What follows belongs to an exercise in optimizing a design on an open flow for small area and a short achievable clock period; a production flow would make more cautious choices. In this exercise RTL edits were held to simulation tests only and were not proved equivalent to the original. Power figures rest on the tool's default switching activity, not on a simulated workload.

==> design.v <==
module alu_core(i_op, i_arg_A, i_arg_B, res, ctl);
  input [3:0] i_op;
  input [7:0] i_arg_A;
  input [7:0] i_arg_B;
  output [7:0] res;
  output [4:0] ctl;
  wire new_n35, new_n36, new_n37, new_n38, new_n39, new_n40, new_n41,
    new_n42, new_n43, new_n44, new_n45, new_n46, new_n47, new_n48, new_n49,
    new_n50, new_n51, new_n52, new_n54, new_n55, new_n56, new_n57, new_n58,
    new_n59, new_n60, new_n61, new_n62, new_n63, new_n64, new_n65, new_n66,
    new_n67, new_n68, new_n69, new_n70, new_n71, new_n72, new_n73, new_n74,
    new_n75, new_n76, new_n77, new_n78, new_n79, new_n80, new_n81, new_n82,
    new_n83, new_n84, new_n85, new_n86, new_n87, new_n88, new_n89, new_n90,
    new_n91, new_n92, new_n93, new_n94, new_n95, new_n96, new_n97, new_n98,
    new_n99, new_n100, new_n101, new_n102, new_n103, new_n104, new_n105,
    new_n106, new_n107, new_n108, new_n109, new_n110, new_n111, new_n112,
    new_n113, new_n114, new_n115, new_n116, new_n117, new_n118, new_n119,
    new_n120, new_n121, new_n122, new_n123, new_n124, new_n125, new_n126,
    new_n127, new_n128, new_n129, new_n130, new_n131, new_n132, new_n133,
    new_n134, new_n135, new_n136, new_n137, new_n138, new_n139, new_n140,
    new_n141, new_n142, new_n143, new_n144, new_n145, new_n146, new_n147,
    new_n148, new_n149, new_n150, new_n151, new_n152, new_n153, new_n154,
    new_n155, new_n156, new_n157, new_n158, new_n159, new_n160, new_n161,
    new_n162, new_n163, new_n164, new_n165, new_n166, new_n167, new_n168,
    new_n169, new_n170, new_n171, new_n172, new_n173, new_n174, new_n175,
    new_n176, new_n177, new_n178, new_n179, new_n180, new_n181, new_n182,
    new_n183, new_n184, new_n185, new_n186, new_n187, new_n188, new_n189,
    new_n190, new_n191, new_n192, new_n193, new_n194, new_n195, new_n196,
    new_n197, new_n198, new_n199, new_n200, new_n201, new_n202, new_n203,
    new_n204, new_n205, new_n206, new_n207, new_n208, new_n209, new_n210,
    new_n211, new_n212, new_n213, new_n214, new_n215, new_n216, new_n217,
    new_n218, new_n219, new_n220, new_n221, new_n222, new_n223, new_n224,
    new_n225, new_n226, new_n227, new_n228, new_n229, new_n230, new_n231,
    new_n232, new_n233, new_n234, new_n235, new_n236, new_n237, new_n238,
    new_n239, new_n240, new_n241, new_n242, new_n243, new_n244, new_n245,
    new_n246, new_n247, new_n248, new_n249, new_n250, new_n251, new_n252,
    new_n253, new_n254, new_n255, new_n256, new_n257, new_n258, new_n259,
    new_n260, new_n261, new_n262, new_n263, new_n264, new_n265, new_n266,
    new_n267, new_n268, new_n269, new_n270, new_n271, new_n272, new_n273,
    new_n274, new_n275, new_n276, new_n277, new_n278, new_n279, new_n280,
    new_n281, new_n282, new_n283, new_n284, new_n285, new_n286, new_n287,
    new_n288, new_n289, new_n290, new_n291, new_n292, new_n293, new_n294,
    new_n295, new_n296, new_n297, new_n298, new_n299, new_n300, new_n301,
    new_n302, new_n303, new_n304, new_n305, new_n306, new_n307, new_n308,
    new_n309, new_n310, new_n311, new_n312, new_n313, new_n314, new_n315,
    new_n316, new_n317, new_n318, new_n319, new_n320, new_n321, new_n322,
    new_n323, new_n324, new_n325, new_n326, new_n327, new_n328, new_n329,
    new_n330, new_n331, new_n332, new_n333, new_n334, new_n335, new_n336,
    new_n337, new_n338, new_n339, new_n340, new_n341, new_n342, new_n343,
    new_n344, new_n345, new_n346, new_n347, new_n348, new_n349, new_n350,
    new_n351, new_n352, new_n353, new_n354, new_n355, new_n356, new_n357,
    new_n358, new_n359, new_n360, new_n361, new_n362, new_n363, new_n364,
    new_n365, new_n366, new_n367, new_n368, new_n369, new_n370, new_n371,
    new_n372, new_n373, new_n374, new_n375, new_n376, new_n377, new_n378,
    new_n379, new_n380, new_n381, new_n382, new_n383, new_n384, new_n385,
    new_n386, new_n387, new_n388, new_n389, new_n390, new_n391, new_n392,
    new_n393, new_n394, new_n395, new_n396, new_n397, new_n398, new_n399,
    new_n400, new_n401, new_n402, new_n403, new_n404, new_n405, new_n406,
    new_n407, new_n408, new_n409, new_n410, new_n411, new_n412, new_n413,
    new_n414, new_n415, new_n416, new_n417, new_n418, new_n419, new_n420,
    new_n421, new_n422, new_n423, new_n424, new_n425, new_n426, new_n427,
    new_n428, new_n429, new_n430, new_n431, new_n432, new_n433, new_n434,
    new_n435, new_n436, new_n437, new_n438, new_n439, new_n440, new_n441,
    new_n442, new_n443, new_n444, new_n445, new_n446, new_n447, new_n448,
    new_n449, new_n450, new_n451, new_n452, new_n453, new_n454, new_n455,
    new_n456, new_n457, new_n458, new_n459, new_n460, new_n461, new_n462,
    new_n463, new_n464, new_n465, new_n466, new_n467, new_n468, new_n469,
    new_n470, new_n471, new_n472, new_n473, new_n474, new_n475, new_n476,
    new_n477, new_n478, new_n479, new_n480, new_n481, new_n482, new_n483,
    new_n484, new_n485, new_n486, new_n487, new_n488, new_n489, new_n490,
    new_n491, new_n492, new_n493, new_n494, new_n495, new_n496, new_n497,
    new_n498, new_n499, new_n500, new_n501, new_n502, new_n503, new_n504,
    new_n505, new_n506, new_n507, new_n508, new_n509, new_n510, new_n511,
    new_n512, new_n513, new_n514, new_n515, new_n516, new_n517, new_n518,
    new_n519, new_n520, new_n521, new_n522, new_n523, new_n524, new_n525,
    new_n526, new_n527, new_n528, new_n529, new_n530, new_n531, new_n532,
    new_n533, new_n534, new_n535, new_n536, new_n537, new_n538, new_n539,
    new_n540, new_n541, new_n542, new_n543, new_n544, new_n545, new_n546,
    new_n547, new_n548, new_n549, new_n550, new_n551, new_n552, new_n553,
    new_n554, new_n555, new_n556, new_n557, new_n558, new_n559, new_n560,
    new_n561, new_n562, new_n563, new_n564, new_n565, new_n566, new_n567,
    new_n568, new_n569, new_n570, new_n571, new_n572, new_n573, new_n574,
    new_n575, new_n576, new_n577, new_n578, new_n579, new_n580, new_n581,
    new_n582, new_n583, new_n584, new_n585, new_n586, new_n587, new_n588,
    new_n589, new_n590, new_n591, new_n592, new_n593, new_n594, new_n595,
    new_n596, new_n597, new_n598, new_n599, new_n600, new_n601, new_n602,
    new_n603, new_n604, new_n605, new_n606, new_n607, new_n608, new_n609,
    new_n610, new_n611, new_n612, new_n613, new_n614, new_n615, new_n616,
    new_n617, new_n618, new_n619, new_n620, new_n621, new_n622, new_n623,
    new_n624, new_n625, new_n626, new_n627, new_n628, new_n629, new_n631,
    new_n632, new_n633, new_n634, new_n635, new_n636, new_n637, new_n638,
    new_n639, new_n640, new_n641, new_n642, new_n643, new_n644, new_n645,
    new_n646, new_n647, new_n648, new_n649, new_n650, new_n651, new_n652,
    new_n653, new_n654, new_n655, new_n656, new_n657, new_n658, new_n659,
    new_n660, new_n661, new_n662, new_n663, new_n664, new_n666, new_n667,
    new_n668, new_n669, new_n670, new_n671, new_n672, new_n673, new_n674,
    new_n675, new_n676, new_n677, new_n678, new_n679, new_n680, new_n681,
    new_n682, new_n683, new_n684, new_n686, new_n687, new_n688, new_n689,
    new_n690, new_n691, new_n692, new_n694, new_n695, new_n696, new_n697,
    new_n698, new_n699, new_n700, new_n701, new_n702, new_n703, new_n705,
    new_n706, new_n707, new_n708, new_n709, new_n710, new_n711, new_n712,
    new_n713, new_n714, new_n715, new_n716, new_n717, new_n718, new_n719,
    new_n721, new_n722, new_n723, new_n724, new_n725, new_n726, new_n727,
    new_n728, new_n729, new_n730, new_n731, new_n732, new_n733, new_n734,
    new_n735, new_n736, new_n738, new_n739, new_n740, new_n741, new_n742,
    new_n743, new_n744, new_n745, new_n746, new_n747, new_n748, new_n749,
    new_n750, new_n751, new_n752, new_n753, new_n755, new_n756, new_n757,
    new_n758, new_n759, new_n760, new_n761, new_n762, new_n763, new_n764,
    new_n765, new_n766, new_n767, new_n768, new_n769, new_n770, new_n771,
    new_n772, new_n774, new_n775, new_n776, new_n777, new_n778, new_n779,
    new_n780, new_n781, new_n782, new_n783, new_n784, new_n786, new_n787,
    new_n788, new_n789, new_n790, new_n791, new_n792;
  assign ctl[3] = ~i_op[2] & i_op[3];
  assign new_n35 = i_arg_B[7] & ctl[3];
  assign new_n36 = ~i_arg_B[0] & ~i_arg_B[1];
  assign new_n37 = new_n35 & ~new_n36;
  assign new_n38 = i_arg_B[2] & ~new_n37;
  assign new_n39 = ~i_arg_B[2] & new_n37;
  assign new_n40 = ~new_n38 & ~new_n39;
  assign new_n41 = i_arg_B[0] & ~i_arg_B[1];
  assign new_n42 = new_n35 & ~new_n41;
  assign new_n43 = ~i_arg_B[1] & ~new_n35;
  assign new_n44 = ~new_n42 & ~new_n43;
  assign new_n45 = i_arg_B[0] & new_n44;
  assign new_n46 = ~new_n36 & ~new_n45;
  assign new_n47 = ~i_arg_A[0] & ~i_arg_A[1];
  assign new_n48 = ~i_arg_A[2] & new_n47;
  assign new_n49 = ~i_arg_A[3] & new_n48;
  assign new_n50 = ~i_arg_A[4] & new_n49;
  assign new_n51 = ~i_arg_A[5] & new_n50;
  assign new_n52 = ~i_op[0] & i_op[1];
  assign ctl[2] = ctl[3] & new_n52;
  assign new_n54 = i_op[0] & i_op[1];
  assign new_n55 = ~i_op[3] & new_n54;
  assign new_n56 = ~ctl[2] & ~new_n55;
  assign new_n57 = i_arg_A[7] & ~new_n56;
  assign new_n58 = ~new_n51 & new_n57;
  assign new_n59 = i_arg_A[6] & ~new_n58;
  assign new_n60 = ~i_arg_A[6] & new_n58;
  assign new_n61 = ~new_n59 & ~new_n60;
  assign new_n62 = ~new_n49 & new_n57;
  assign new_n63 = i_arg_A[4] & ~new_n62;
  assign new_n64 = ~i_arg_A[4] & new_n62;
  assign new_n65 = ~new_n63 & ~new_n64;
  assign new_n66 = i_arg_B[0] & new_n65;
  assign new_n67 = new_n40 & ~new_n45;
  assign new_n68 = ~i_arg_B[0] & i_arg_B[1];
  assign new_n69 = ~i_arg_B[2] & new_n36;
  assign new_n70 = ~i_arg_B[3] & new_n69;
  assign new_n71 = new_n35 & ~new_n70;
  assign new_n72 = ~i_arg_B[3] & ~new_n71;
  assign new_n73 = i_arg_B[3] & new_n35;
  assign new_n74 = ~new_n69 & new_n73;
  assign new_n75 = ~new_n72 & ~new_n74;
  assign new_n76 = ~new_n44 & ~new_n68;
  assign new_n77 = ~new_n40 & ~new_n76;
  assign new_n78 = ~new_n75 & ~new_n77;
  assign new_n79 = ~new_n68 & new_n78;
  assign new_n80 = new_n67 & new_n79;
  assign new_n81 = ~i_arg_A[6] & i_arg_A[7];
  assign new_n82 = new_n51 & new_n81;
  assign new_n83 = ctl[2] & new_n82;
  assign new_n84 = ~new_n75 & new_n83;
  assign new_n85 = new_n40 & new_n84;
  assign new_n86 = ~new_n80 & ~new_n85;
  assign new_n87 = ~new_n50 & new_n57;
  assign new_n88 = i_arg_A[5] & ~new_n87;
  assign new_n89 = ~i_arg_A[5] & new_n87;
  assign new_n90 = ~new_n88 & ~new_n89;
  assign new_n91 = ~new_n44 & ~new_n90;
  assign new_n92 = new_n44 & new_n90;
  assign new_n93 = ~new_n84 & ~new_n92;
  assign new_n94 = ~new_n91 & new_n93;
  assign new_n95 = new_n86 & ~new_n94;
  assign new_n96 = new_n66 & ~new_n95;
  assign new_n97 = ~new_n76 & new_n90;
  assign new_n98 = new_n61 & new_n97;
  assign new_n99 = new_n40 & ~new_n98;
  assign new_n100 = ~new_n61 & ~new_n97;
  assign new_n101 = ~new_n84 & ~new_n100;
  assign new_n102 = ~new_n99 & new_n101;
  assign new_n103 = new_n40 & new_n45;
  assign new_n104 = ~new_n90 & new_n103;
  assign new_n105 = ~new_n61 & new_n104;
  assign new_n106 = new_n40 & new_n68;
  assign new_n107 = new_n90 & new_n106;
  assign new_n108 = ~i_arg_B[3] & ~i_arg_B[4];
  assign new_n109 = new_n69 & new_n108;
  assign new_n110 = new_n35 & ~new_n109;
  assign new_n111 = i_arg_B[5] & new_n35;
  assign new_n112 = ~new_n110 & ~new_n111;
  assign new_n113 = i_arg_B[6] & ~new_n112;
  assign new_n114 = ~i_arg_B[6] & new_n112;
  assign new_n115 = ~new_n113 & ~new_n114;
  assign new_n116 = ~i_arg_B[5] & ~new_n110;
  assign new_n117 = i_arg_B[5] & new_n110;
  assign new_n118 = ~new_n116 & ~new_n117;
  assign new_n119 = i_arg_B[4] & ~new_n71;
  assign new_n120 = ~i_arg_B[4] & new_n71;
  assign new_n121 = ~new_n119 & ~new_n120;
  assign new_n122 = ~new_n118 & new_n121;
  assign new_n123 = ~new_n115 & new_n122;
  assign new_n124 = new_n75 & ~new_n83;
  assign new_n125 = new_n123 & ~new_n124;
  assign new_n126 = ~new_n107 & new_n125;
  assign new_n127 = ~new_n105 & new_n126;
  assign new_n128 = ~new_n102 & new_n127;
  assign new_n129 = ~new_n96 & new_n128;
  assign new_n130 = new_n36 & new_n84;
  assign new_n131 = new_n129 & ~new_n130;
  assign new_n132 = i_arg_B[0] & new_n61;
  assign new_n133 = new_n123 & ~new_n132;
  assign new_n134 = ~new_n86 & new_n133;
  assign new_n135 = new_n61 & ~new_n76;
  assign new_n136 = i_arg_B[0] & new_n90;
  assign new_n137 = ~new_n135 & ~new_n136;
  assign new_n138 = new_n83 & new_n103;
  assign new_n139 = ~new_n137 & ~new_n138;
  assign new_n140 = ~new_n40 & ~new_n83;
  assign new_n141 = ~new_n75 & new_n123;
  assign new_n142 = ~new_n140 & new_n141;
  assign new_n143 = ~new_n139 & new_n142;
  assign new_n144 = ~new_n134 & ~new_n143;
  assign new_n145 = ~new_n131 & new_n144;
  assign new_n146 = ~new_n61 & new_n145;
  assign new_n147 = ~new_n40 & ~new_n68;
  assign new_n148 = ~new_n44 & new_n147;
  assign new_n149 = ~new_n65 & new_n148;
  assign new_n150 = ~new_n36 & ~new_n149;
  assign new_n151 = ~new_n145 & new_n150;
  assign new_n152 = ~i_arg_B[1] & ~i_arg_B[2];
  assign new_n153 = i_arg_B[1] & i_arg_B[2];
  assign new_n154 = ~new_n152 & ~new_n153;
  assign new_n155 = ~new_n68 & new_n154;
  assign new_n156 = new_n84 & new_n155;
  assign new_n157 = new_n151 & new_n156;
  assign new_n158 = ~new_n90 & ~new_n151;
  assign new_n159 = ~new_n66 & new_n97;
  assign new_n160 = new_n131 & new_n159;
  assign new_n161 = ~new_n158 & ~new_n160;
  assign new_n162 = ~new_n157 & new_n161;
  assign new_n163 = new_n75 & ~new_n155;
  assign new_n164 = ~new_n79 & ~new_n163;
  assign new_n165 = ~new_n80 & ~new_n164;
  assign new_n166 = new_n162 & new_n165;
  assign new_n167 = ~new_n162 & ~new_n165;
  assign new_n168 = ~new_n106 & ~new_n147;
  assign new_n169 = ~new_n48 & new_n57;
  assign new_n170 = i_arg_A[3] & ~new_n169;
  assign new_n171 = ~i_arg_A[3] & new_n169;
  assign new_n172 = ~new_n170 & ~new_n171;
  assign new_n173 = new_n46 & new_n172;
  assign new_n174 = ~new_n47 & new_n57;
  assign new_n175 = i_arg_A[2] & ~new_n174;
  assign new_n176 = ~i_arg_A[2] & new_n174;
  assign new_n177 = ~new_n175 & ~new_n176;
  assign new_n178 = i_arg_B[0] & new_n177;
  assign new_n179 = new_n76 & ~new_n173;
  assign new_n180 = new_n45 & new_n172;
  assign new_n181 = ~new_n179 & ~new_n180;
  assign new_n182 = new_n178 & ~new_n181;
  assign new_n183 = ~new_n173 & ~new_n182;
  assign new_n184 = ~new_n168 & ~new_n183;
  assign new_n185 = new_n66 & new_n129;
  assign new_n186 = i_arg_B[0] & new_n128;
  assign new_n187 = ~new_n65 & ~new_n186;
  assign new_n188 = ~new_n185 & ~new_n187;
  assign new_n189 = new_n168 & new_n183;
  assign new_n190 = new_n188 & ~new_n189;
  assign new_n191 = ~new_n184 & ~new_n190;
  assign new_n192 = ~new_n167 & ~new_n191;
  assign new_n193 = ~new_n166 & ~new_n192;
  assign new_n194 = ~new_n67 & new_n75;
  assign new_n195 = ~new_n78 & ~new_n194;
  assign new_n196 = new_n121 & ~new_n195;
  assign new_n197 = ~new_n121 & new_n195;
  assign new_n198 = ~new_n196 & ~new_n197;
  assign new_n199 = ~new_n193 & new_n198;
  assign new_n200 = new_n146 & ~new_n199;
  assign new_n201 = new_n76 & ~new_n178;
  assign new_n202 = new_n45 & new_n177;
  assign new_n203 = ~new_n172 & ~new_n202;
  assign new_n204 = ~new_n201 & ~new_n203;
  assign new_n205 = new_n40 & ~new_n204;
  assign new_n206 = ~new_n40 & new_n204;
  assign new_n207 = ~new_n188 & ~new_n206;
  assign new_n208 = ~new_n205 & ~new_n207;
  assign new_n209 = new_n75 & new_n208;
  assign new_n210 = new_n123 & ~new_n209;
  assign new_n211 = new_n83 & ~new_n210;
  assign new_n212 = new_n193 & ~new_n198;
  assign new_n213 = ~new_n211 & ~new_n212;
  assign new_n214 = ~new_n200 & new_n213;
  assign new_n215 = new_n121 & ~new_n194;
  assign new_n216 = ~new_n78 & ~new_n215;
  assign new_n217 = new_n123 & ~new_n216;
  assign new_n218 = ~new_n214 & new_n217;
  assign new_n219 = ~new_n46 & new_n218;
  assign new_n220 = ~new_n75 & ~new_n208;
  assign new_n221 = new_n162 & ~new_n220;
  assign new_n222 = ~new_n121 & ~new_n146;
  assign new_n223 = ~new_n209 & ~new_n222;
  assign new_n224 = ~new_n221 & new_n223;
  assign new_n225 = new_n121 & new_n146;
  assign new_n226 = ~new_n118 & new_n211;
  assign new_n227 = ~new_n225 & ~new_n226;
  assign new_n228 = ~new_n224 & new_n227;
  assign new_n229 = ~new_n115 & ~new_n228;
  assign new_n230 = new_n118 & ~new_n211;
  assign new_n231 = new_n229 & ~new_n230;
  assign new_n232 = new_n121 & new_n211;
  assign new_n233 = ~new_n180 & ~new_n188;
  assign new_n234 = ~new_n179 & ~new_n233;
  assign new_n235 = ~new_n40 & new_n234;
  assign new_n236 = ~new_n162 & ~new_n235;
  assign new_n237 = new_n40 & ~new_n234;
  assign new_n238 = ~new_n75 & new_n146;
  assign new_n239 = ~new_n237 & ~new_n238;
  assign new_n240 = ~new_n236 & new_n239;
  assign new_n241 = ~new_n121 & ~new_n211;
  assign new_n242 = new_n75 & ~new_n146;
  assign new_n243 = ~new_n241 & ~new_n242;
  assign new_n244 = ~new_n240 & new_n243;
  assign new_n245 = new_n232 & ~new_n244;
  assign new_n246 = ~new_n232 & new_n244;
  assign new_n247 = ~new_n245 & ~new_n246;
  assign new_n248 = new_n231 & new_n247;
  assign new_n249 = ~new_n201 & ~new_n202;
  assign new_n250 = new_n248 & new_n249;
  assign new_n251 = new_n231 & ~new_n247;
  assign new_n252 = i_arg_B[0] & new_n251;
  assign new_n253 = ~new_n218 & ~new_n252;
  assign new_n254 = ~new_n250 & new_n253;
  assign new_n255 = ~new_n219 & ~new_n254;
  assign new_n256 = new_n178 & new_n218;
  assign new_n257 = new_n172 & ~new_n256;
  assign new_n258 = ~new_n172 & new_n256;
  assign new_n259 = ~new_n257 & ~new_n258;
  assign new_n260 = new_n255 & new_n259;
  assign new_n261 = ~new_n255 & ~new_n259;
  assign new_n262 = ~new_n260 & ~new_n261;
  assign new_n263 = ~new_n40 & ~new_n262;
  assign new_n264 = i_arg_A[0] & new_n57;
  assign new_n265 = i_arg_A[1] & ~new_n264;
  assign new_n266 = ~i_arg_A[1] & new_n264;
  assign new_n267 = ~new_n265 & ~new_n266;
  assign new_n268 = i_arg_B[0] & new_n267;
  assign new_n269 = new_n76 & ~new_n268;
  assign new_n270 = ~new_n218 & ~new_n248;
  assign new_n271 = i_arg_B[0] & ~new_n270;
  assign new_n272 = new_n177 & ~new_n271;
  assign new_n273 = ~new_n177 & new_n271;
  assign new_n274 = ~new_n272 & ~new_n273;
  assign new_n275 = ~new_n269 & ~new_n274;
  assign new_n276 = new_n44 & new_n268;
  assign new_n277 = ~new_n275 & ~new_n276;
  assign new_n278 = ~new_n263 & new_n277;
  assign new_n279 = ~new_n184 & ~new_n189;
  assign new_n280 = new_n218 & ~new_n279;
  assign new_n281 = new_n181 & new_n251;
  assign new_n282 = ~new_n205 & ~new_n206;
  assign new_n283 = new_n248 & new_n282;
  assign new_n284 = ~new_n218 & ~new_n283;
  assign new_n285 = ~new_n281 & new_n284;
  assign new_n286 = ~new_n280 & ~new_n285;
  assign new_n287 = new_n188 & new_n286;
  assign new_n288 = ~new_n188 & ~new_n286;
  assign new_n289 = ~new_n287 & ~new_n288;
  assign new_n290 = ~new_n75 & ~new_n289;
  assign new_n291 = new_n40 & new_n262;
  assign new_n292 = ~new_n290 & ~new_n291;
  assign new_n293 = ~new_n278 & new_n292;
  assign new_n294 = ~new_n235 & ~new_n237;
  assign new_n295 = new_n251 & new_n294;
  assign new_n296 = ~new_n209 & ~new_n220;
  assign new_n297 = new_n248 & new_n296;
  assign new_n298 = ~new_n295 & ~new_n297;
  assign new_n299 = ~new_n162 & new_n298;
  assign new_n300 = new_n162 & ~new_n298;
  assign new_n301 = ~new_n299 & ~new_n300;
  assign new_n302 = ~new_n218 & ~new_n301;
  assign new_n303 = ~new_n121 & ~new_n302;
  assign new_n304 = new_n75 & new_n289;
  assign new_n305 = ~new_n303 & ~new_n304;
  assign new_n306 = ~new_n293 & new_n305;
  assign new_n307 = new_n146 & ~new_n231;
  assign new_n308 = ~new_n118 & new_n307;
  assign new_n309 = new_n121 & new_n302;
  assign new_n310 = ~new_n308 & ~new_n309;
  assign new_n311 = ~new_n306 & new_n310;
  assign new_n312 = ~new_n83 & new_n115;
  assign new_n313 = new_n118 & ~new_n307;
  assign new_n314 = ~new_n312 & ~new_n313;
  assign new_n315 = ~new_n311 & new_n314;
  assign new_n316 = new_n118 & ~new_n121;
  assign new_n317 = ~new_n122 & ~new_n316;
  assign new_n318 = new_n216 & ~new_n317;
  assign new_n319 = ~new_n216 & new_n317;
  assign new_n320 = ~new_n318 & ~new_n319;
  assign new_n321 = new_n302 & new_n320;
  assign new_n322 = new_n165 & ~new_n262;
  assign new_n323 = i_arg_B[0] & new_n47;
  assign new_n324 = ~i_arg_A[0] & i_arg_B[0];
  assign new_n325 = ~new_n267 & ~new_n324;
  assign new_n326 = new_n46 & ~new_n325;
  assign new_n327 = ~new_n323 & ~new_n326;
  assign new_n328 = ~new_n168 & ~new_n327;
  assign new_n329 = new_n168 & new_n327;
  assign new_n330 = ~new_n274 & ~new_n329;
  assign new_n331 = ~new_n328 & ~new_n330;
  assign new_n332 = ~new_n322 & new_n331;
  assign new_n333 = ~new_n198 & ~new_n289;
  assign new_n334 = ~new_n165 & new_n262;
  assign new_n335 = ~new_n333 & ~new_n334;
  assign new_n336 = ~new_n332 & new_n335;
  assign new_n337 = new_n198 & new_n289;
  assign new_n338 = ~new_n302 & ~new_n320;
  assign new_n339 = ~new_n337 & ~new_n338;
  assign new_n340 = ~new_n336 & new_n339;
  assign new_n341 = ~new_n321 & ~new_n340;
  assign new_n342 = new_n321 & new_n340;
  assign new_n343 = ~new_n341 & ~new_n342;
  assign new_n344 = new_n315 & new_n343;
  assign new_n345 = new_n211 & ~new_n229;
  assign new_n346 = ~new_n216 & new_n308;
  assign new_n347 = ~new_n345 & ~new_n346;
  assign new_n348 = ~new_n344 & new_n347;
  assign new_n349 = new_n118 & ~new_n215;
  assign new_n350 = ~new_n115 & ~new_n349;
  assign new_n351 = ~new_n348 & new_n350;
  assign new_n352 = ~new_n115 & new_n345;
  assign new_n353 = ~new_n315 & ~new_n352;
  assign new_n354 = ~new_n75 & new_n262;
  assign new_n355 = new_n40 & new_n274;
  assign new_n356 = ~new_n76 & ~new_n325;
  assign new_n357 = ~new_n323 & ~new_n356;
  assign new_n358 = ~new_n355 & ~new_n357;
  assign new_n359 = ~new_n40 & ~new_n274;
  assign new_n360 = ~new_n358 & ~new_n359;
  assign new_n361 = ~new_n354 & ~new_n360;
  assign new_n362 = new_n75 & ~new_n262;
  assign new_n363 = ~new_n121 & new_n289;
  assign new_n364 = ~new_n362 & ~new_n363;
  assign new_n365 = ~new_n361 & new_n364;
  assign new_n366 = ~new_n118 & new_n302;
  assign new_n367 = new_n121 & ~new_n289;
  assign new_n368 = ~new_n366 & ~new_n367;
  assign new_n369 = ~new_n365 & new_n368;
  assign new_n370 = new_n118 & ~new_n302;
  assign new_n371 = new_n115 & ~new_n146;
  assign new_n372 = ~new_n370 & ~new_n371;
  assign new_n373 = ~new_n369 & new_n372;
  assign new_n374 = ~new_n115 & new_n307;
  assign new_n375 = ~new_n345 & ~new_n374;
  assign new_n376 = ~new_n373 & new_n375;
  assign new_n377 = new_n353 & ~new_n376;
  assign new_n378 = ~new_n351 & ~new_n377;
  assign new_n379 = i_arg_A[7] & i_arg_B[7];
  assign new_n380 = ~i_arg_A[7] & ~i_arg_B[7];
  assign new_n381 = ~new_n379 & ~new_n380;
  assign new_n382 = new_n145 & ~new_n251;
  assign new_n383 = ~new_n381 & ~new_n382;
  assign new_n384 = ~i_arg_B[5] & ~i_arg_B[6];
  assign new_n385 = new_n109 & new_n384;
  assign new_n386 = ctl[2] & ~new_n385;
  assign new_n387 = ~new_n383 & new_n386;
  assign new_n388 = ~i_op[2] & ~i_op[3];
  assign new_n389 = ~i_arg_B[7] & new_n385;
  assign new_n390 = new_n52 & ~new_n389;
  assign new_n391 = new_n388 & new_n390;
  assign new_n392 = ~new_n387 & ~new_n391;
  assign new_n393 = ~new_n378 & ~new_n392;
  assign new_n394 = i_op[0] & ~i_op[1];
  assign new_n395 = i_op[0] & i_arg_A[7];
  assign new_n396 = i_op[2] & ~new_n395;
  assign new_n397 = ~i_op[0] & ~i_op[1];
  assign new_n398 = i_op[2] & ~i_op[3];
  assign new_n399 = new_n397 & new_n398;
  assign new_n400 = ~i_op[3] & new_n394;
  assign new_n401 = ~i_op[2] & new_n400;
  assign new_n402 = ~new_n381 & new_n401;
  assign new_n403 = new_n400 & ~new_n402;
  assign new_n404 = ~new_n399 & ~new_n403;
  assign new_n405 = i_arg_B[6] & new_n404;
  assign new_n406 = ~i_arg_B[5] & new_n399;
  assign new_n407 = ~i_arg_B[6] & new_n403;
  assign new_n408 = ~new_n406 & ~new_n407;
  assign new_n409 = ~new_n405 & new_n408;
  assign new_n410 = ~i_arg_A[6] & new_n409;
  assign new_n411 = ~i_arg_B[5] & new_n404;
  assign new_n412 = i_arg_B[4] & new_n399;
  assign new_n413 = i_arg_B[5] & new_n403;
  assign new_n414 = ~new_n412 & ~new_n413;
  assign new_n415 = ~new_n411 & new_n414;
  assign new_n416 = ~i_arg_A[5] & ~new_n415;
  assign new_n417 = ~i_arg_B[4] & new_n404;
  assign new_n418 = i_arg_B[3] & new_n399;
  assign new_n419 = i_arg_B[4] & new_n403;
  assign new_n420 = ~new_n418 & ~new_n419;
  assign new_n421 = ~new_n417 & new_n420;
  assign new_n422 = i_arg_A[4] & new_n421;
  assign new_n423 = ~new_n416 & new_n422;
  assign new_n424 = i_arg_A[6] & ~new_n409;
  assign new_n425 = i_arg_A[5] & new_n415;
  assign new_n426 = ~new_n424 & ~new_n425;
  assign new_n427 = ~new_n423 & new_n426;
  assign new_n428 = ~new_n410 & ~new_n427;
  assign new_n429 = i_arg_B[3] & new_n404;
  assign new_n430 = ~i_arg_B[2] & new_n399;
  assign new_n431 = ~i_arg_B[3] & new_n403;
  assign new_n432 = ~new_n430 & ~new_n431;
  assign new_n433 = ~new_n429 & new_n432;
  assign new_n434 = i_arg_A[3] & ~new_n433;
  assign new_n435 = i_arg_B[2] & new_n404;
  assign new_n436 = ~i_arg_B[1] & new_n399;
  assign new_n437 = ~i_arg_B[2] & new_n403;
  assign new_n438 = ~new_n436 & ~new_n437;
  assign new_n439 = ~new_n435 & new_n438;
  assign new_n440 = ~i_arg_A[2] & new_n439;
  assign new_n441 = ~i_arg_B[1] & new_n404;
  assign new_n442 = i_arg_B[0] & new_n399;
  assign new_n443 = i_arg_B[1] & new_n403;
  assign new_n444 = ~new_n442 & ~new_n443;
  assign new_n445 = ~new_n441 & new_n444;
  assign new_n446 = ~i_arg_A[1] & ~new_n445;
  assign new_n447 = i_arg_B[0] & ~new_n403;
  assign new_n448 = i_arg_A[0] & new_n447;
  assign new_n449 = ~new_n446 & new_n448;
  assign new_n450 = i_arg_A[2] & ~new_n439;
  assign new_n451 = i_arg_A[1] & new_n445;
  assign new_n452 = ~new_n450 & ~new_n451;
  assign new_n453 = ~new_n449 & new_n452;
  assign new_n454 = ~new_n440 & ~new_n453;
  assign new_n455 = ~new_n434 & ~new_n454;
  assign new_n456 = ~new_n416 & ~new_n425;
  assign new_n457 = ~new_n410 & ~new_n424;
  assign new_n458 = new_n456 & new_n457;
  assign new_n459 = ~i_arg_A[4] & ~new_n421;
  assign new_n460 = ~new_n422 & ~new_n459;
  assign new_n461 = ~i_arg_A[3] & new_n433;
  assign new_n462 = new_n460 & ~new_n461;
  assign new_n463 = new_n458 & new_n462;
  assign new_n464 = ~new_n455 & new_n463;
  assign new_n465 = ~new_n428 & ~new_n464;
  assign new_n466 = ~new_n396 & new_n465;
  assign new_n467 = ~i_op[1] & ~new_n466;
  assign new_n468 = ~i_arg_B[0] & ~new_n404;
  assign new_n469 = ~new_n447 & ~new_n468;
  assign new_n470 = i_arg_A[0] & ~new_n469;
  assign new_n471 = ~i_arg_A[0] & new_n469;
  assign new_n472 = ~new_n470 & ~new_n471;
  assign new_n473 = new_n467 & ~new_n472;
  assign new_n474 = ~new_n467 & new_n472;
  assign new_n475 = ~new_n473 & ~new_n474;
  assign new_n476 = ~new_n440 & ~new_n450;
  assign new_n477 = ~new_n446 & ~new_n451;
  assign new_n478 = new_n467 & ~new_n471;
  assign new_n479 = ~new_n470 & ~new_n478;
  assign new_n480 = new_n477 & ~new_n479;
  assign new_n481 = ~new_n451 & ~new_n480;
  assign new_n482 = new_n476 & ~new_n481;
  assign new_n483 = ~new_n450 & ~new_n482;
  assign new_n484 = ~new_n461 & ~new_n483;
  assign new_n485 = ~new_n434 & ~new_n484;
  assign new_n486 = new_n460 & ~new_n485;
  assign new_n487 = new_n458 & new_n486;
  assign new_n488 = ~new_n428 & ~new_n487;
  assign new_n489 = ~i_arg_B[6] & new_n399;
  assign new_n490 = i_arg_B[7] & ~new_n400;
  assign new_n491 = ~new_n399 & new_n490;
  assign new_n492 = ~new_n489 & ~new_n491;
  assign new_n493 = new_n488 & ~new_n492;
  assign new_n494 = ~new_n488 & new_n492;
  assign new_n495 = ~new_n493 & ~new_n494;
  assign new_n496 = i_arg_A[7] & ~new_n400;
  assign new_n497 = new_n495 & ~new_n496;
  assign new_n498 = ~new_n495 & new_n496;
  assign new_n499 = ~new_n497 & ~new_n498;
  assign new_n500 = ~new_n381 & ~new_n499;
  assign new_n501 = ~new_n475 & new_n500;
  assign new_n502 = new_n381 & new_n499;
  assign new_n503 = new_n401 & ~new_n502;
  assign new_n504 = new_n475 & ~new_n500;
  assign new_n505 = new_n503 & ~new_n504;
  assign new_n506 = ~new_n501 & new_n505;
  assign new_n507 = i_arg_A[7] & ~new_n490;
  assign new_n508 = ~new_n381 & new_n495;
  assign new_n509 = new_n507 & ~new_n508;
  assign new_n510 = ~new_n507 & new_n508;
  assign new_n511 = ~new_n509 & ~new_n510;
  assign new_n512 = new_n398 & ~new_n511;
  assign new_n513 = ~new_n379 & ~new_n502;
  assign new_n514 = ctl[3] & ~new_n513;
  assign new_n515 = ~new_n512 & ~new_n514;
  assign new_n516 = ~new_n506 & new_n515;
  assign new_n517 = new_n394 & ~new_n516;
  assign new_n518 = i_arg_A[7] & ~i_arg_B[6];
  assign new_n519 = ~i_arg_A[7] & i_arg_B[6];
  assign new_n520 = ~new_n518 & ~new_n519;
  assign new_n521 = ~new_n495 & ~new_n520;
  assign new_n522 = new_n399 & ~new_n521;
  assign new_n523 = ~new_n381 & new_n511;
  assign new_n524 = new_n52 & new_n398;
  assign new_n525 = ~new_n523 & new_n524;
  assign new_n526 = ~new_n389 & new_n525;
  assign new_n527 = ~new_n522 & ~new_n526;
  assign new_n528 = ~new_n475 & ~new_n527;
  assign new_n529 = i_arg_B[5] & i_arg_B[6];
  assign new_n530 = i_arg_B[7] & new_n529;
  assign new_n531 = i_arg_B[3] & i_arg_B[4];
  assign new_n532 = new_n388 & new_n531;
  assign new_n533 = new_n397 & new_n532;
  assign new_n534 = new_n530 & new_n533;
  assign new_n535 = i_arg_B[1] & ~new_n534;
  assign new_n536 = ~i_arg_B[1] & new_n534;
  assign new_n537 = ~new_n535 & ~new_n536;
  assign new_n538 = ~i_arg_B[0] & ~new_n534;
  assign new_n539 = ~i_arg_A[7] & ~new_n538;
  assign new_n540 = i_arg_B[0] & new_n534;
  assign new_n541 = i_arg_A[7] & ~new_n540;
  assign new_n542 = ~new_n539 & ~new_n541;
  assign new_n543 = ~new_n537 & new_n542;
  assign new_n544 = ~i_arg_B[0] & new_n534;
  assign new_n545 = ~i_arg_A[6] & new_n544;
  assign new_n546 = ~i_arg_A[5] & new_n540;
  assign new_n547 = ~new_n545 & ~new_n546;
  assign new_n548 = i_arg_A[5] & new_n538;
  assign new_n549 = i_arg_B[0] & ~new_n534;
  assign new_n550 = i_arg_A[6] & new_n549;
  assign new_n551 = ~new_n548 & ~new_n550;
  assign new_n552 = new_n547 & new_n551;
  assign new_n553 = new_n537 & new_n552;
  assign new_n554 = ~new_n543 & ~new_n553;
  assign new_n555 = i_arg_A[5] & new_n544;
  assign new_n556 = i_arg_A[4] & new_n540;
  assign new_n557 = ~new_n555 & ~new_n556;
  assign new_n558 = ~i_arg_A[4] & new_n538;
  assign new_n559 = ~i_arg_A[5] & new_n549;
  assign new_n560 = ~new_n558 & ~new_n559;
  assign new_n561 = new_n557 & new_n560;
  assign new_n562 = new_n537 & ~new_n561;
  assign new_n563 = i_arg_A[6] & new_n540;
  assign new_n564 = i_arg_A[7] & new_n544;
  assign new_n565 = ~new_n563 & ~new_n564;
  assign new_n566 = ~i_arg_A[7] & new_n549;
  assign new_n567 = ~i_arg_A[6] & new_n538;
  assign new_n568 = ~new_n566 & ~new_n567;
  assign new_n569 = new_n565 & new_n568;
  assign new_n570 = ~new_n542 & new_n569;
  assign new_n571 = ~new_n562 & new_n570;
  assign new_n572 = new_n554 & new_n571;
  assign new_n573 = ~i_arg_B[2] & ~new_n572;
  assign new_n574 = new_n154 & ~new_n537;
  assign new_n575 = new_n552 & new_n574;
  assign new_n576 = ~new_n154 & new_n537;
  assign new_n577 = ~i_arg_A[4] & new_n544;
  assign new_n578 = ~i_arg_A[3] & new_n540;
  assign new_n579 = ~new_n577 & ~new_n578;
  assign new_n580 = i_arg_A[3] & new_n538;
  assign new_n581 = i_arg_A[4] & new_n549;
  assign new_n582 = ~new_n580 & ~new_n581;
  assign new_n583 = new_n579 & new_n582;
  assign new_n584 = new_n576 & new_n583;
  assign new_n585 = new_n154 & new_n537;
  assign new_n586 = new_n542 & new_n585;
  assign new_n587 = ~new_n584 & ~new_n586;
  assign new_n588 = ~new_n575 & new_n587;
  assign new_n589 = ~i_arg_B[7] & new_n108;
  assign new_n590 = new_n384 & new_n589;
  assign new_n591 = ctl[3] & new_n54;
  assign new_n592 = new_n590 & new_n591;
  assign new_n593 = new_n588 & new_n592;
  assign new_n594 = ~new_n573 & new_n593;
  assign new_n595 = ~new_n534 & ~new_n594;
  assign new_n596 = ~new_n537 & ~new_n569;
  assign new_n597 = ~new_n562 & ~new_n596;
  assign new_n598 = i_arg_B[2] & new_n534;
  assign new_n599 = ~i_arg_B[2] & ~new_n534;
  assign new_n600 = ~new_n598 & ~new_n599;
  assign new_n601 = ~new_n597 & new_n600;
  assign new_n602 = i_arg_A[3] & new_n544;
  assign new_n603 = i_arg_A[2] & new_n540;
  assign new_n604 = ~new_n602 & ~new_n603;
  assign new_n605 = ~i_arg_A[2] & new_n538;
  assign new_n606 = ~i_arg_A[3] & new_n549;
  assign new_n607 = ~new_n605 & ~new_n606;
  assign new_n608 = new_n604 & new_n607;
  assign new_n609 = new_n574 & ~new_n608;
  assign new_n610 = ~i_arg_A[1] & new_n68;
  assign new_n611 = ~i_arg_A[1] & new_n41;
  assign new_n612 = i_arg_A[0] & ~i_arg_B[1];
  assign new_n613 = ~new_n324 & ~new_n612;
  assign new_n614 = ~new_n611 & ~new_n613;
  assign new_n615 = ~new_n610 & ~new_n614;
  assign new_n616 = new_n576 & new_n615;
  assign new_n617 = ~new_n609 & ~new_n616;
  assign new_n618 = ~new_n601 & new_n617;
  assign new_n619 = ~new_n595 & ~new_n618;
  assign new_n620 = i_arg_B[7] & new_n385;
  assign new_n621 = new_n83 & new_n620;
  assign new_n622 = ctl[3] & new_n397;
  assign new_n623 = i_arg_B[0] & new_n622;
  assign new_n624 = i_arg_A[0] & new_n55;
  assign new_n625 = ~new_n623 & ~new_n624;
  assign new_n626 = ~new_n621 & new_n625;
  assign new_n627 = ~new_n619 & new_n626;
  assign new_n628 = ~new_n528 & new_n627;
  assign new_n629 = ~new_n517 & new_n628;
  assign res[0] = new_n393 | ~new_n629;
  assign new_n631 = ~new_n353 & ~new_n392;
  assign new_n632 = ~new_n500 & new_n503;
  assign new_n633 = ~new_n522 & ~new_n632;
  assign new_n634 = new_n590 & new_n633;
  assign new_n635 = ~i_arg_B[2] & new_n634;
  assign new_n636 = new_n41 & new_n635;
  assign new_n637 = ~new_n477 & new_n479;
  assign new_n638 = ~new_n480 & ~new_n637;
  assign new_n639 = ~new_n525 & new_n633;
  assign new_n640 = new_n638 & ~new_n639;
  assign new_n641 = ~new_n636 & new_n640;
  assign new_n642 = new_n402 & new_n465;
  assign new_n643 = ~new_n638 & new_n642;
  assign new_n644 = new_n554 & new_n600;
  assign new_n645 = new_n574 & ~new_n583;
  assign new_n646 = i_arg_A[1] & new_n538;
  assign new_n647 = i_arg_A[2] & new_n549;
  assign new_n648 = ~new_n646 & ~new_n647;
  assign new_n649 = new_n152 & ~new_n648;
  assign new_n650 = i_arg_B[0] & i_arg_B[1];
  assign new_n651 = ~i_arg_A[1] & new_n650;
  assign new_n652 = ~i_arg_A[2] & new_n68;
  assign new_n653 = ~new_n651 & ~new_n652;
  assign new_n654 = new_n598 & ~new_n653;
  assign new_n655 = ~new_n649 & ~new_n654;
  assign new_n656 = ~new_n645 & new_n655;
  assign new_n657 = ~new_n644 & new_n656;
  assign new_n658 = ~new_n595 & new_n657;
  assign new_n659 = ~new_n76 & new_n622;
  assign new_n660 = new_n55 & ~new_n267;
  assign new_n661 = ~new_n659 & ~new_n660;
  assign new_n662 = ~new_n658 & new_n661;
  assign new_n663 = ~new_n643 & new_n662;
  assign new_n664 = ~new_n641 & new_n663;
  assign res[1] = new_n631 | ~new_n664;
  assign new_n666 = new_n68 & new_n635;
  assign new_n667 = ~new_n476 & new_n481;
  assign new_n668 = ~new_n482 & ~new_n667;
  assign new_n669 = ~new_n639 & new_n668;
  assign new_n670 = ~new_n666 & new_n669;
  assign new_n671 = ~new_n270 & ~new_n392;
  assign new_n672 = new_n642 & ~new_n668;
  assign new_n673 = ~new_n561 & new_n574;
  assign new_n674 = new_n576 & ~new_n608;
  assign new_n675 = ~new_n569 & new_n585;
  assign new_n676 = ~new_n674 & ~new_n675;
  assign new_n677 = ~new_n673 & new_n676;
  assign new_n678 = ~new_n595 & ~new_n677;
  assign new_n679 = new_n55 & ~new_n177;
  assign new_n680 = ~new_n40 & new_n622;
  assign new_n681 = ~new_n679 & ~new_n680;
  assign new_n682 = ~new_n678 & new_n681;
  assign new_n683 = ~new_n672 & new_n682;
  assign new_n684 = ~new_n671 & new_n683;
  assign res[2] = new_n670 | ~new_n684;
  assign new_n686 = new_n635 & new_n650;
  assign new_n687 = ~new_n434 & ~new_n461;
  assign new_n688 = ~new_n483 & new_n687;
  assign new_n689 = new_n483 & ~new_n687;
  assign new_n690 = ~new_n688 & ~new_n689;
  assign new_n691 = ~new_n639 & new_n690;
  assign new_n692 = ~new_n686 & new_n691;
  assign ctl[4] = new_n381 & new_n386;
  assign new_n694 = ~new_n391 & ~ctl[4];
  assign new_n695 = new_n251 & ~new_n694;
  assign new_n696 = new_n642 & ~new_n690;
  assign new_n697 = new_n534 & ~new_n588;
  assign new_n698 = new_n75 & new_n622;
  assign new_n699 = new_n55 & ~new_n172;
  assign new_n700 = ~new_n698 & ~new_n699;
  assign new_n701 = ~new_n697 & new_n700;
  assign new_n702 = ~new_n696 & new_n701;
  assign new_n703 = ~new_n695 & new_n702;
  assign res[3] = new_n692 | ~new_n703;
  assign new_n705 = i_arg_B[2] & new_n634;
  assign new_n706 = new_n36 & new_n705;
  assign new_n707 = ~new_n460 & new_n485;
  assign new_n708 = ~new_n486 & ~new_n707;
  assign new_n709 = ~new_n639 & new_n708;
  assign new_n710 = ~new_n706 & new_n709;
  assign new_n711 = new_n131 & ~new_n392;
  assign new_n712 = new_n642 & ~new_n708;
  assign new_n713 = ~new_n597 & new_n598;
  assign new_n714 = ~new_n121 & new_n622;
  assign new_n715 = new_n55 & ~new_n65;
  assign new_n716 = ~new_n714 & ~new_n715;
  assign new_n717 = ~new_n713 & new_n716;
  assign new_n718 = ~new_n712 & new_n717;
  assign new_n719 = ~new_n711 & new_n718;
  assign res[4] = new_n710 | ~new_n719;
  assign new_n721 = new_n41 & new_n705;
  assign new_n722 = ~new_n422 & ~new_n486;
  assign new_n723 = new_n456 & ~new_n722;
  assign new_n724 = ~new_n456 & new_n722;
  assign new_n725 = ~new_n723 & ~new_n724;
  assign new_n726 = ~new_n639 & new_n725;
  assign new_n727 = ~new_n721 & new_n726;
  assign new_n728 = new_n143 & ~new_n392;
  assign new_n729 = new_n642 & ~new_n725;
  assign new_n730 = ~new_n554 & new_n598;
  assign new_n731 = new_n118 & new_n622;
  assign new_n732 = new_n55 & ~new_n90;
  assign new_n733 = ~new_n731 & ~new_n732;
  assign new_n734 = ~new_n730 & new_n733;
  assign new_n735 = ~new_n729 & new_n734;
  assign new_n736 = ~new_n728 & new_n735;
  assign res[5] = new_n727 | ~new_n736;
  assign new_n738 = new_n68 & new_n705;
  assign new_n739 = ~new_n425 & ~new_n723;
  assign new_n740 = new_n457 & new_n739;
  assign new_n741 = ~new_n457 & ~new_n739;
  assign new_n742 = ~new_n740 & ~new_n741;
  assign new_n743 = ~new_n639 & ~new_n742;
  assign new_n744 = ~new_n738 & new_n743;
  assign new_n745 = new_n642 & new_n742;
  assign new_n746 = new_n134 & ~new_n392;
  assign new_n747 = new_n55 & ~new_n61;
  assign new_n748 = new_n115 & new_n622;
  assign new_n749 = new_n153 & ~new_n565;
  assign new_n750 = ~new_n748 & ~new_n749;
  assign new_n751 = ~new_n747 & new_n750;
  assign new_n752 = ~new_n746 & new_n751;
  assign new_n753 = ~new_n745 & new_n752;
  assign res[6] = new_n744 | ~new_n753;
  assign new_n755 = i_arg_B[0] & new_n153;
  assign new_n756 = new_n590 & new_n755;
  assign new_n757 = new_n525 & ~new_n756;
  assign new_n758 = ~new_n522 & ~new_n757;
  assign new_n759 = new_n499 & ~new_n758;
  assign new_n760 = new_n503 & ~new_n511;
  assign new_n761 = new_n82 & new_n123;
  assign new_n762 = new_n80 & new_n761;
  assign new_n763 = new_n387 & new_n762;
  assign new_n764 = new_n153 & new_n540;
  assign new_n765 = ~new_n55 & ~new_n764;
  assign new_n766 = i_arg_A[7] & ~new_n765;
  assign new_n767 = new_n381 & new_n391;
  assign new_n768 = new_n620 & new_n622;
  assign new_n769 = ~new_n767 & ~new_n768;
  assign new_n770 = ~new_n766 & new_n769;
  assign new_n771 = ~new_n763 & new_n770;
  assign new_n772 = ~new_n760 & new_n771;
  assign res[7] = new_n759 | ~new_n772;
  assign new_n774 = new_n401 & new_n502;
  assign new_n775 = new_n52 & new_n523;
  assign new_n776 = new_n54 & new_n82;
  assign new_n777 = new_n397 & new_n521;
  assign new_n778 = ~new_n776 & ~new_n777;
  assign new_n779 = ~new_n775 & new_n778;
  assign new_n780 = new_n398 & ~new_n779;
  assign new_n781 = ~new_n774 & ~new_n780;
  assign new_n782 = new_n35 & new_n54;
  assign new_n783 = ctl[2] & new_n389;
  assign new_n784 = ~new_n782 & ~new_n783;
  assign ctl[0] = ~new_n781 | ~new_n784;
  assign new_n786 = ~i_op[0] & ~i_arg_B[7];
  assign new_n787 = new_n388 & new_n786;
  assign new_n788 = ~new_n390 & new_n787;
  assign new_n789 = ~new_n592 & ~new_n788;
  assign new_n790 = ~new_n594 & ~new_n789;
  assign new_n791 = new_n383 & new_n386;
  assign new_n792 = ~new_n790 & ~new_n791;
  assign ctl[1] = ~new_n781 | ~new_n792;
endmodule
module new_alu(i_op, i_arg_A, i_arg_B, i_clk, i_reset, o_result, o_status, o_op_rdy, o_alu_error);
	input  logic [3:0] i_op;
	input  logic [7:0] i_arg_A;
	input  logic [7:0] i_arg_B;
	input  logic       i_clk;
	input  logic       i_reset;
	output logic [7:0] o_result;
	output logic [3:0] o_status;
	output logic       o_op_rdy;
	output logic       o_alu_error;
	logic [7:0] res;
	logic [4:0] ctl;
	alu_core core(.i_op(i_op), .i_arg_A(i_arg_A), .i_arg_B(i_arg_B), .res(res), .ctl(ctl));
	logic [7:0] r_res;
	logic r_neg, r_st3, r_st0;
	logic [1:0] r_cls;
	always_ff @(posedge i_clk) begin
		if (!i_reset) begin
			r_res <= 8'd0;
			r_neg <= 1'b0;
			r_st3 <= 1'b0;
			r_st0 <= 1'b0;
			r_cls <= 2'b01;
		end else begin
			r_res <= res;
			r_neg <= ctl[4];
			r_cls <= ctl[3:2];
			r_st3 <= ctl[1];
			r_st0 <= ctl[0];
		end
	end
	logic [7:0] low;
	always_comb
		for (int i = 0; i < 8; i++) begin
			low[i] = 1'b0;
			for (int j = 0; j < i; j++)
				low[i] = low[i] | r_res[j];
		end
	assign o_result = r_res ^ ({8{r_neg}} & low);
	logic par;
	assign par = ^o_result;
	assign o_status = {r_st3,
	                   par | (r_cls == 2'b11 && o_result == 8'hFF),
	                   r_cls[1] ? ~par : (~r_cls[0] && o_result == 8'd0),
	                   r_st0};
	assign o_alu_error = r_st0;
	assign o_op_rdy = ~r_st0;
endmodule
==> flow/run.sh <==
#!/bin/bash
# The standard layout (standard.sh), with two changes:
# - Yosys's full/half-adder cell extraction is off (ADDER_MAP_FILE empty), so
#   that ABC maps the adders' logic together with the rest of the logic;
# - the port buffers are sky130_fd_sc_hd__buf_2 cells (BUFFER_PORTS_ARGS).
set -euo pipefail
bash standard.sh ADDER_MAP_FILE= "BUFFER_PORTS_ARGS=-buffer_cell sky130_fd_sc_hd__buf_2" finish > standard.log 2>&1
==> standard.sh <==
#!/bin/bash
# synth_recipe.tcl (not shown) runs the flow's synth.tcl, then flattens the netlist and writes it again
# the make line also repeats each setting of config.mk as NAME=value (left out here)
make -C /OpenROAD-flow-scripts/flow DESIGN_CONFIG=/design/flow/config.mk WORK_HOME=/design/flow/orfs CLKGATE_MAP_FILE= SYNTH_SCRIPT=/design/flow/synth_recipe.tcl "${@:-finish}"
==> config.mk <==
export PLATFORM = sky130hd
export DESIGN_NAME = new_alu
export DESIGN_NICKNAME = new_alu
export VERILOG_FILES = /design/flow/design.v
export SDC_FILE = /design/flow/constraint.sdc
export NUM_CORES = 4
export LEC_CHECK = 0
export ABC_AREA = 1
export CAP_MARGIN = 20
export CORE_MARGIN = 2
export CORE_UTILIZATION = 60
export PLACE_DENSITY = 0.85
export SLEW_MARGIN = 20
==> constraint.sdc <==
create_clock -name core_clock -period 18.0 [get_ports {i_clk}]
set_input_delay 3.6000 -clock core_clock [delete_from_list [all_inputs] [get_ports {i_clk}]]
set_output_delay 3.6000 -clock core_clock [all_outputs]
set_load 0.01 [all_outputs]
==> results of run 1 <==
per-layer routing:
layer | vias to the layer above | share of wire | track usage
met1 | 2266 | 0.40 | 0.4735
met3 | 58 | 0.10 | 0.06330
li1 | 2483 | - | -
met4 | 0 | 0.046 | 0.1730
met2 | 344 | 0.45 | 0.6255
met5 | - | 0 | 0
flip-flops by register name (all words and copies together) (netlist names):
signal / flops
r_st0: 1
r_res: 8
r_st3: 1
r_neg: 1
r_cls: 2
layout by cell type (no fill, tap or decap), types with 7 or more instances in the layout:
master / n
nand3_2: 9
xor2_1: 18
dfxtp_1: 13
nand4_1: 14
inv_1: 95
o22ai_1: 19
nand3_1: 66
nor2_1: 70
o21ai_0: 32
nand2_2: 23
buf_2: 35
a221oi_1: 8
xnor2_1: 7
inv_2: 14
nor3_1: 13
nand2_1: 244
a21oi_1: 24
power groups by stage:
stage | clock (µW) | combinational (µW) | sequential, µW
5_1_grt | 26.7 | 142 | 31.9
4_1_cts | 24.9 | 125 | 31.7
2_1_floorplan | 0 | 94.3 | 32.1
3_3_place_gp | 0 | 123 | 32.1
6_report | 24.1 | 129 | 31.7
3_5_place_dp | 0 | 125 | 32.2
cells by family (layout without fill, tap and decap cells):
family | count (synthesis) | count (layout) | share of synthesized area
buf+inv | 123 | 150 | 0.1304
simple gates | 467 | 467 | 0.5527
flops | 13 | 13 | 0.06782
xor+xnor | 26 | 26 | 0.06423
compound gates | 112 | 112 | 0.1849
worst max-delay path, delay by kind of cell:
kind                   cells  cell delay (ps)
buffers and inverters      5              820
AND/OR/NAND/NOR           20             2680
AO/OA/AOI/OAI              3             1090
per-stage QoR:
step           setup slack [ps]  hold slack (ps)  instance area, µm²  instances
2_1_floorplan             11300             3670                3837        741
3_3_place_gp               9739             3822                4025        841
3_5_place_dp               9906             3826                4025        841
4_1_cts                   10110             3579                4070        845
5_1_grt                    9579             3593                4070        845
6_report                   9912             3583                4070        845
area by class of cell:
type / instances / area share
Clock buffer: 4 / 0.01107
Inverter: 111 / 0.1024
Multi-Input combinational cell: 605 / 0.7559
Sequential cell: 13 / 0.06394
Tap cell: 77 / 0.02367
Timing Repair Buffer: 35 / 0.04304
path summary, 6_finish.rpt:
kind  startpoint                  end
max   i_arg_B[0]  r_res[5]$_SDFF_PN0_
min      i_reset  r_cls[0]$_SDFF_PN1_
==> impl_metrics.ini, run 1 <==
[yosys]
mean_cell_area_of_the_mapped_netlist_um2 = 5.179
synth.cell_area_mm2 = 0.003837
synth.top_cell.area_share = 0.2387
synth_cell_types = 48
cells_after_synthesis = 741
synthesis.yosys.warnings = 1
synth-async-reset-ratio = 0
number_of_flip_flops_and_latches_in_the_synthesized_netlist = 13
synth.top_cells.by_count = 244 x nand2_1, 95 x inv_1, 70 x nor2_1
yosysTopAreaCell = nand2_1
nets_in_the_synthesized_netlist = 763
netlist_top_cells_area = nand2_1 24%, inv_1 9.3%, nand3_1 8.6%
ys_seq_area_frac = 0.06782
synth_enable_flop_cells = 0
most_instantiated_library_cell_after_synthesis = nand2_1
synth_flop_cell = dfxtp_1

[worst_setup_path]
critical_path.most_common_cell = nand2_1
crit_path_max_fanout = 18
critical_path_arrival_ps = 8170
setup.worst_path.start_class = input pin
slowest_stage = a2111oi_0
critPathCaptureType = flip-flop
worstSetupPathType = in2reg
cp_data_required_time_ps = 18090
crit_path_max_incr_delay_ps = 770

[pwr]
power_frac_seq = 0.172
power_report.internal_total_uw = 86.33
total_switching_power_uw = 98.25
power_per_cell_area_mw_per_mm2 = 45.35
ir_drop_uv = 58.70
relative_contribution_of_the_clock_network_to_total_power = 0.131
p_leak_uw = 0.002175
total_power_uw = 184.6
combinationalPowerShare = 0.698
swShare = 0.5323

[cells_and_area]
multiInputGateArea_mm2 = 0.003077
core_util_final = 0.6484
finish.net_count = 791
n_antenna_cell = 0
area_delta_synth_final_pct = 6.064
share_of_layout_cells_above_drive_strength_1 = 0.1406
layout.filler_cells = 625
final-seq-area_um2 = 260.3

[floorplanning]
chipWidth_um = 83.98
die_area_mm2 = 0.007052
rows = 29
die_height_um = 83.98
num_io_pins = 36
initial_utilization = 0.6113
core_area_mm2 = 0.006277

[run]
maxCapViolations = 0

[sta]
worst-slew-pin-transition_ps = 863.2
clock.fmax_mhz = 123.6
tns_ps = 0
slew-limit-headroom = 0.4096
post-route-period-util = 0.4493
final-hold-violation-count = 0
drv_slew = 0
setup_repair_after_global_routing_missed_its_margin = false
period_minus_slack_ps = 8088
setup-violations-final = 0

[outcome]
outcome = timing/DRC/antenna clean

[cts]
cts-root-buf = clkbuf_8
cts-root-to-sink-buffers = 2
tritoncts = yes
cts.clk_slew.worst_paths_ps = 50
numCtsBuffers = 3
post-cts-setup-buffers = 0
cts_max_level = 1
hold_buffers_post_cts = 0
cts_sinks = 13
cts_resized = 0

[grt]
grt_overflow = 0
gr-usage-all-layers = 0.3765
maximum_number_of_pins_on_one_net_before_global_route_repair = 19
grt_antenna_before_repair = 0
grt_first_pass_wirelength_um = 21970
first_global_vias = 4684

[route]
detail_route.first_pass.iterations = 6
route.detailed.vias_per_inst = 6.096
detailroute.via_count = 5151
detailed_route_wire_length_um = 13400
drtIter0Drc = 670
wl_per_cell_um = 15.86
ant_nets = 0
post-route-drc-count = 0

[place]
io_buffers = 35
hpwlAfterDp_um = 11170
globalplace.congestion = 1.066

[min_path]
worstHoldPathType = in2reg
hold_depth = 2
==> inputs of run 2 (changes only) <==
--- a/config.mk
+++ b/config.mk
@@ -8,6 +8,7 @@
 export ABC_AREA = 1
 export CAP_MARGIN = 20
 export CORE_MARGIN = 2
-export CORE_UTILIZATION = 60
+export CORE_UTILIZATION = 70
+export CTS_BUF_LIST = sky130_fd_sc_hd__clkbuf_2
 export PLACE_DENSITY = 0.85
 export SLEW_MARGIN = 20
==> run 2 against run 1 <==
  * Global-route usage grew 3.3 points
  * Sequential power about the same
  * First-iteration DRC count is 7.6% lower
  * Worst setup slack improved by 320 ps
  * Sequential share of layout area increased by 0.054 points
  * Non-clock buffer count unchanged
  * Combinational power barely moved
  * Largest power group unchanged
==> impl_metrics.ini, run 2 <==
[worst_setup_path]
critical_path_arrival_ps = 7900
critical_path.most_common_cell = nand2_1
crit_path_max_fanout = 18
cp_data_required_time_ps = 18130
worstSetupPathType = in2reg
crit_path_max_incr_delay_ps = 490
slowest_stage = a2111oi_0
cp-endpoint = r_res[5]$_SDFF_PN0_
critPathCaptureType = flip-flop
setup.worst_path.start_class = input pin
timing.critical_path.from = i_arg_B[0]

[place]
place.detailed.instances = 834
hpwlAfterDp_um = 10270
detailed_place.area_mm2 = 0.004016
io_buffers = 35
globalplace.congestion = 1.096

[sta]
setup_repair_after_global_routing_missed_its_margin = false
final-hold-violation-count = 0
period_minus_slack_ps = 7772
drv_slew = 0
setup-violations-final = 0
slew-limit-headroom = 0.4782
worst-slew-pin-transition_ps = 776.8
tns_ps = 0
clock.fmax_mhz = 128.7
final.hold.worst_slack_ps = 3544
post-route-period-util = 0.4318

[cells_and_area]
area_delta_synth_final_pct = 5.184
share_of_layout_cells_above_drive_strength_1 = 0.1419
largest_register_by_flop_count = r_res
mostFrequentLayoutCells = 244 x nand2_1, 95 x inv_1, 70 x nor2_1, 66 x nand3_1, 35 x buf_2
final_cell_count_no_fill = 838
layout.filler_cells = 450
design_area_mm2 = 0.004036
layout_commonest_cell = nand2_1
finish.net_count = 791
largest_register_ff_count = 8
n_antenna_cell = 0
layout_top_registers = r_res (8), r_cls (2)
core_util_final = 0.7755

[cts]
numCtsBuffers = 3
cts_resized = 0
cts_max_level = 1
hold_buffers_post_cts = 0
cts.clk_slew.worst_paths_ps = 110
cts-root-buf = clkbuf_2
post-cts-setup-buffers = 0
tritoncts = yes
cts-root-to-sink-buffers = 2
cts_sinks = 13

[yosys]
synth.top_cells.by_count = 244 x nand2_1, 95 x inv_1, 70 x nor2_1
nets_in_the_synthesized_netlist = 763
ys_seq_area_frac = 0.06782
synth_flop_cell = dfxtp_1
post_synth_and_or_nand_nor_area_fraction = 0.5527
synth-async-reset-ratio = 0
netlist_top_cells_area = nand2_1 24%, inv_1 9.3%, nand3_1 8.6%
post_synthesis_mux_area_share = 0
mean_cell_area_of_the_mapped_netlist_um2 = 5.179
yosysTopAreaCell = nand2_1
main_combinational_cell_family_by_area_after_synthesis = simple AND/OR/NAND/NOR gates
synth_enable_flop_cells = 0
synth.cell_area_mm2 = 0.003837
synthesis.yosys.warnings = 1
synth_cell_types = 48
most_instantiated_library_cell_after_synthesis = nand2_1
synth.top_cell.area_share = 0.2387
synth-compound-area-share = 0.1849
number_of_flip_flops_and_latches_in_the_synthesized_netlist = 13
yosys.area_share.adder = 0
cells_after_synthesis = 741
synth_xor_area_frac = 0.06423

[route]
drtIter0Drc = 619
route.detailed.vias_per_inst = 6.294
detailroute.via_count = 5274
detail_route.first_pass.iterations = 14
wl_per_cell_um = 15.07
detailed_route_wire_length_um = 12630
ant_nets = 0
post-route-drc-count = 0

[floorplanning]
die_height_um = 78.04
initial_utilization = 0.7373
core_area_mm2 = 0.005205
chipWidth_um = 78.04
rows = 26
num_io_pins = 36
die_area_mm2 = 0.006090

[outcome]
outcome = timing/DRC/antenna clean

[grt]
grt_first_pass_wirelength_um = 20670
maximum_number_of_pins_on_one_net_before_global_route_repair = 19
first_global_vias = 4616
gr-usage-all-layers = 0.4090
grt_overflow = 0
grt_antenna_before_repair = 0

[pwr]
p_leak_uw = 0.002169
total_switching_power_uw = 97.80
combinationalPowerShare = 0.738
power_per_cell_area_mw_per_mm2 = 43.22
power_frac_seq = 0.181
ir_drop_uv = 32.72
relative_contribution_of_the_clock_network_to_total_power = 0.081
power_report.internal_total_uw = 76.63
swShare = 0.5607

[min_path]
worstHoldPathType = in2reg
hold_start = i_reset

[run]
maxCapViolations = 0
[run 2: area by class of cell]
class | count | area [µm²] | share of cell area
multi-input combinational | 605 | 3077 | 0.7622
inverter | 111 | 416.7 | 0.1032
sequential | 13 | 260.3 | 0.06448
timing repair buffer | 35 | 175.2 | 0.04340
tap | 70 | 87.58 | 0.02170
clock buffer | 4 | 20.02 | 0.004960
[run 2: cell families after synthesis]
logic type / count (synthesis)
and+or+nand+nor: 467
AOI/OAI and AO/OA: 112
DFF: 13
buffers and inverters: 123
xor gates and xnor gates: 26
[run 2: worst min path at each step]
stage,cells past startpoint,to,slack [ps]
after detailed placement,2,r_cls[0]$_SDFF_PN1_,3820
after global placement,2,r_cls[0]$_SDFF_PN1_,3820
final,2,r_cls[0]$_SDFF_PN1_,3540
after global routing,2,r_cls[0]$_SDFF_PN1_,3520
after CTS,2,r_cls[0]$_SDFF_PN1_,3540
after floorplan,1,r_cls[0]$_SDFF_PN1_,3670
[run 2: worst max-delay path, delay by kind of cell]
kind            cells  cell delay [ps]
buf+inv             4              880
simple gates       23             2650
compound gates      3              760
[run 2: layer usage]
| layer | part of all wire | track usage | wire [µm] |
|---|---|---|---|
| met1 | 0.38 | 0.5267 | 4811 |
| met2 | 0.44 | 0.6724 | 5546 |
| met3 | 0.12 | 0.05402 | 1563 |
| met4 | 0.056 | 0.2000 | 705 |
| met5 | 0 | 0 | 0 |
[run 2: power groups by stage]
stage,sequential (µW),combinational (µW),clock (µW)
global placement,32.2,121,0
global route,31.9,141,16.8
detailed placement,32.3,124,0
finish,31.6,129,14.2
floorplan,32.1,94.3,0
CTS,31.6,124,14.5
[run 2: per-stage QoR]
stage	setup slack (ps)	total power [µW]
after floorplan	11300	126.4
after global placement	10230	153.2
after detailed placement	10280	155.8
after CTS	10530	170.0
after global routing	9982	189.3
final	10230	174.4

-- separate check: timing with driven ports --
In the flow no input, the clock included, has a driving cell. The finished layouts below were timed again as built, in two steps.
Step 1, drivers: a clkbuf_16 drives i_clk and a buf_2 each remaining input, both assumed.
Step 2 times the ports against the registers' clock, not the clock port: input delays grow and output delays shrink by t, the midpoint of the rising clock arrivals with the driver on.
Slacks: ideal ports / drivers / drivers and shift; pairs: ideal ports / drivers.
run	t (ns)	slack for setup (ns)	worst slew at a driven data input, ns
run 1	0.252	9.912 / 9.896 / 9.644	0.04
run 2	0.268	10.228 / 10.223 / 9.955	0.03
After both steps every run listed still meets setup and hold. For run 2, which loses most, drivers alone change the setup slack by -0.005 ns; drivers and shift together by -0.273 ns.
